This design comes from an exercise in tuning for small area, a short achievable clock period and few clock cycles on the open sky130 flow, not from production work.
In this exercise RTL edits were held to simulation tests only and were not proved equivalent to the original.

==> flow/design.v (outline; a module is shown in full before it is edited, if it fits) <==
// module conv1_top: 1451 lines
// module csa_fa: 4 lines
// module pp_aoi222: 3 lines
// module csa_xnor2: 3 lines
// module csa_xor2: 3 lines
// module csa_nand2: 3 lines
// module csa_or2: 3 lines
// module csa_ha: 4 lines
module conv1_top #(
    parameter CONV_INPUT_SIZE = 23,
    parameter CONV_OUTPUT_SIZE = 22,
    parameter CONV_OUTPUT_FILTER = 20
)(
    input                     clk,
    input                     rst,
    input                     start,
    output reg         [4: 0] input_addra,
    input  wire signed [15:0] idata,
    output reg  signed [15:0] odata,
    output reg         [4: 0] output_filter,
    output reg         [4: 0] output_addra,
    output reg                done
);
  // ...
==> flow/flow/run.sh <==
#!/bin/bash
# Standard ORFS layout, with repair_timing asked for extra setup margin so
# that it sizes the critical paths for a shorter period than the clock's.
set -uo pipefail
MARGIN=$(cat "$(dirname "$0")/margin.txt")
bash standard.sh synth > synth.log 2>&1 || exit 1
bash standard.sh SETUP_SLACK_MARGIN=$MARGIN finish > layout.log 2>&1 || exit 1
==> flow/flow/margin.txt <==
22.75
==> flow/standard.sh <==
#!/bin/bash
# synth_recipe.tcl (not shown) runs the flow's synth.tcl, then flattens the netlist and writes it again
# the make line also repeats each setting of config.mk as NAME=value (left out here)
make -C /OpenROAD-flow-scripts/flow DESIGN_CONFIG=/design/flow/config.mk WORK_HOME=/design/flow/orfs CLKGATE_MAP_FILE= SYNTH_SCRIPT=/design/flow/synth_recipe.tcl "${@:-finish}"
==> flow/config.mk <==
export PLATFORM = sky130hd
export DESIGN_NAME = conv1_top
export DESIGN_NICKNAME = conv1_top
export VERILOG_FILES = /design/flow/design.v
export SDC_FILE = /design/flow/constraint.sdc
export NUM_CORES = 8
export LEC_CHECK = 0
export CAP_MARGIN = 20
export CORE_MARGIN = 2
export CORE_UTILIZATION = 40
export SLEW_MARGIN = 20
export SYNTH_HIERARCHICAL = 1
==> flow/constraint.sdc <==
create_clock -name core_clock -period 30.0 [get_ports {clk}]
set_input_delay 6.0000 -clock core_clock [delete_from_list [all_inputs] [get_ports {clk}]]
set_output_delay 6.0000 -clock core_clock [all_outputs]
set_load 0.01 [all_outputs]
==> flow_summary.json, run 1 <==
{
  "status": "finished clean",
  "reg2reg_slack_ps": 23100,
  "routed.top_layer": "met4",
  "yosysUniqueCellTypes": 64,
  "regMostFlops": "srn",
  "synth.avg_cell_area_um2": 9.77,
  "min_period_over_period_pct": 24.0,
  "multi_input_gates": 1154,
  "slowest_delay_ps": 540,
  "worstReg2RegEnd": "spos$_DFF_P_",
  "seq_cells": 95,
  "grt_overflow": 0,
  "synth-xor-area-share_pct": 7.38,
  "post_cts_resized": 45,
  "largest_reg_flops": 24,
  "die_w_um": 188,
  "skew_ps": 18.5,
  "num_tap_cells": 448,
  "max-slew-margin-rel_pct": 47.0,
  "vias_per_cell": 6.31,
  "timing.fmax_mhz": 139,
  "synthTopCellsByCount": "251 x fa_1, 135 x a222oi_1, 135 x nand2_1",
  "htreeDepth": 3,
  "slew_viol_final": 0,
  "synth_top_family_by_area": "adder cells",
  "synth_seq_cells": 95,
  "fin_cells": 1898,
  "die_h_um": 188,
  "netlist_instances": 1385,
  "dpl.hpwl_um": 32700,
  "cp-start-kind": "flip-flop",
  "grt_use_met1_pct": 32.8,
  "end_kind": "output port",
  "worstSetupPathType": "flip-flop to output port",
  "utilization_pct": 45.7,
  "io_pins": 51
}
Testbench counts, summed over its fixed seeds: cycles 21,504.
==> run 2: changes to the inputs <==
==> flow/flow/run.sh (replaced) <==
#!/bin/bash
# Standard ORFS layout (the standard.sh), with extra ORFS settings from
# flow/make_args.txt (one NAME=value per line): repair_timing is asked for
# extra setup margin so that it sizes the critical paths for a shorter period
# than the clock's, and the port buffers are plain buffers.
set -uo pipefail
HERE="$(cd "$(dirname "$0")" && pwd)"
ARGS=()
while IFS= read -r line; do
    [[ -n "$line" && "$line" != \#* ]] && ARGS+=("$line")
done < "$HERE/make_args.txt"
bash standard.sh synth > synth.log 2>&1 || exit 1
bash standard.sh "${ARGS[@]}" finish > layout.log 2>&1 || exit 1
==> flow/flow/make_args.txt (new file) <==
SETUP_SLACK_MARGIN=23.0
BUFFER_PORTS_ARGS=-buffer_cell sky130_fd_sc_hd__buf_2
--- a/flow/config.mk
+++ b/flow/config.mk
@@ -6,7 +6,8 @@
 export NUM_CORES = 8
 export LEC_CHECK = 0
 export CAP_MARGIN = 20
+export CELL_PAD_IN_SITES_DETAIL_PLACEMENT = 1
 export CORE_MARGIN = 2
-export CORE_UTILIZATION = 40
+export CORE_UTILIZATION = 30
 export SLEW_MARGIN = 20
 export SYNTH_HIERARCHICAL = 1
removed: flow/flow/margin.txt
==> run 2 against run 1 <==
Still clean. Via count up 2.3%. Die area grew 33%. Critical path depth is the same. Largest cell class unchanged.
==> flow_summary.json, run 2 <==
{
  "netlist_area_mm2": 0.0135,
  "mostFrequentLayoutCells": "251 x fa_1, 135 x a222oi_1, 131 x nand2_1",
  "fin_hold_ws_ps": 479,
  "synth.avg_cell_area_um2": 9.77,
  "status": "finished clean",
  "grt_overflow": 0,
  "nets": 1758,
  "cts_sinks": 95,
  "via_count": 12300,
  "regMostFlops": "srn",
  "start_util_pct": 30.5,
  "syn_nets": 1689,
  "worstPathMaxFanout": 4,
  "grt_pass1_wl_um": 76800,
  "clk_pin_slew_worst_paths_ps": 80,
  "first_pass_iters": 13,
  "cts_tree": "yes",
  "min_period_over_period_pct": 23.2,
  "yosysMostFrequentCell": "fa_1",
  "ys_seq_area_share_pct": 14.1,
  "num_antenna_cells": 0,
  "worstReg2RegEnd": "spos$_DFF_P_",
  "r2r_cells": 22,
  "rr_startpoint": "fidx[2]$_DFF_P_",
  "fill_cells": 5064,
  "cts_root_buffer": "clkbuf_16",
  "drt-initial-drc-count": 2344,
  "skew_ps": 14.5,
  "yosysUniqueCellTypes": 64,
  "cp-start-kind": "flip-flop",
  "area_growth_pct": 13.8,
  "holdPathStages": 2,
  "yosysTopAreaCell": "fa_1",
  "die_h_um": 216,
  "tns_ps": 0,
  "drt_wl_total_um": 49400,
  "synth-main-ff-cell": "dfxtp_1",
  "arrival_ps": 960,
  "slew_viol_final": 0,
  "synth_compound_area_share_pct": 22.1,
  "synth-simple-area-share_pct": 11.8,
  "vias_per_cell": 5.97,
  "dpl.hpwl_um": 37100,
  "end_kind": "output port",
  "yosysWarnings": 7,
  "numCtsBuffers": 9,
  "core_mm2": 0.0444,
  "die_w_um": 216,
  "port_buffers": 50,
  "slowest_delay_ps": 410,
  "max-slew-margin-rel_pct": 38.8,
  "layout_commonest_cell": "fa_1",
  "clock_latency_ps": 390,
  "grtUsageTotal_pct": 21.2,
  "worstSetupPathType": "flip-flop to output port",
  "clk_path_buf_depth": 2,
  "min_to": "done$_SDFFE_PP0P_",
  "drcViolationCount": 0,
  "hold_start": "done$_SDFFE_PP0P_",
  "reg2reg_slack_ps": 23150,
  "ant_nets": 0,
  "path_cells": "buf_2",
  "finalCriticalPeriod_ps": 6960,
  "synth-xor-area-share_pct": 7.38,
  "timing.fmax_mhz": 144,
  "synth_area_leaders": "fa_1 37%, dfxtp_1 14%, a222oi_1 10%",
  "synthMuxAreaShare_pct": 0.601,
  "worst_slew_pin_slew_ps": 908,
  "grt_max_degree": 52,
  "hold_viol_final": 0,
  "netlist_instances": 1385,
  "synth_seq_cells": 95,
  "drive_gt1_share_pct": 12.7,
  "crit_slowest_cell": "dfxtp_1",
  "rsz0062_at_grt": "yes",
  "cap_violations": 0,
  "required_ps": 24000,
  "largest_reg_flops": 24,
  "htreeDepth": 3,
  "die-area_mm2": 0.0468,
  "synth_top_family_by_area": "adder cells",
  "synth_edf_count": 0,
  "async_reset_ff_share_pct": 0,
  "yosys.area.top_type_share_pct": 37.1,
  "hold_buffers": 0,
  "crit_family": "flip-flops",
  "row_count": 77,
  "wl_per_cell_um": 24.1,
  "holdCritPathClass": "flip-flop to flip-flop",
  "synthAdderAreaFrac_pct": 40.3,
  "synthTopCellsByCount": "251 x fa_1, 135 x a222oi_1, 135 x nand2_1",
  "cp-startpoint": "output_filter[4]$_SDFFE_PP1P_",
  "grt_pass1_vias": 13200,
  "io_pins": 51,
  "antenna_found_initial": 0,
  "place.gp.congestion": 0.907,
  "path_buf_inv": 1,
  "finalSetupViolations": 0
}
run 2: modules after synthesis (local to each module, per instance):
module	copies in the design	area (um^2)	flip-flops and latches	cells
csa_xnor2	20	8.76	0	1
csa_xor2	55	8.76	0	1
pp_aoi222	135	10.0	0	1
csa_ha	13	12.5	0	1
conv1_top	1	6030	95	839
csa_fa	250	20.0	0	1
csa_or2	20	6.26	0	1
csa_nand2	53	3.75	0	1
run 2: cell type report:
type / count / area (um^2) / share of cell area, %
multi-input combinational: 1154 / 11400 / 73.7
inverter: 97 / 383 / 2.49
clock inverter: 5 / 70.1 / 0.455
clock buffer: 11 / 253 / 1.64
sequential: 95 / 1930 / 12.6
timing repair buffer: 97 / 666 / 4.32
tap: 592 / 741 / 4.81
run 2: logic make-up (layout without fill, tap and decap cells):
logic type,count (synthesis),count (layout)
fa+ha+maj,285,285
xor+xnor,114,114
flops,95,95
simple gates,348,348
mux,8,8
buf+inv,136,210
compound gates,399,399
run 2: timing repair:
| item | CTS | global route |
|---|---|---|
| setup buffers | 18 | 7 |
| pin swaps | 2 | 8 |
| setup endpoints to repair | 32 | 14 |
| resized for setup | 42 | 29 |
run 2: metrics by stage:
step	std cells	util, %	setup slack, ps	cell area [um^2]
2_1_floorplan	1385	-	23250	13500
3_3_place_gp	2010	32.8	22000	14600
3_5_place_dp	2010	32.8	21990	14600
4_1_cts	2044	34.2	22970	15200
5_1_grt	2051	34.7	22890	15400
6_report	2051	34.7	23040	15400
run 2: worst max path at each step:
stage | to | slack [ps] | cells past startpoint
floorplan | output_addra[4]$_SDFFE_PP0P_ | 23250 | 4
global placement | spos$_DFF_P_ | 22000 | 18
detailed placement | spos$_DFF_P_ | 21990 | 19
CTS | spos$_DFF_P_ | 22970 | 23
global route | spos$_DFF_P_ | 22890 | 21
finish | output_filter[4] | 23040 | 1
run 2: routing by layer:
layer  global-route usage, %  share of wire, %
met5                       0                 0
met2                    34.9                47
met4                    9.77               4.7
met3                    5.73                11
met1                    25.9                37

[re-timing with driven ports]
In the flow no input, the clock included, has a driving cell. The finished layouts below were timed again as built, in two steps. Step 1: set_driving_cell puts a clkbuf_16 on clk and a buf_2 on each other input, an assumption about the parent block. Step 2 adds t to the input delays and takes it off the output delays; t is the mean of the earliest and latest rising clock arrival at the registers after step 1. Input paths then give back, and output paths get back, about the clock's delay inside the block. a / b / c = no drivers / after step 1 / after step 2; a / b = the first two.
run | shift t [ns] | setup slack, ns | worst slew at a driven data input, ns
run 1 | 0.412 | 22.803 / 22.753 / 22.583 | 0.05
run 2 | 0.437 | 23.038 / 22.989 / 22.815 | 0.03
After both steps setup and hold are still met in every run listed. The setup slack of run 2, which loses most, moves by -0.049 ns with the drivers and by -0.223 ns with both steps.
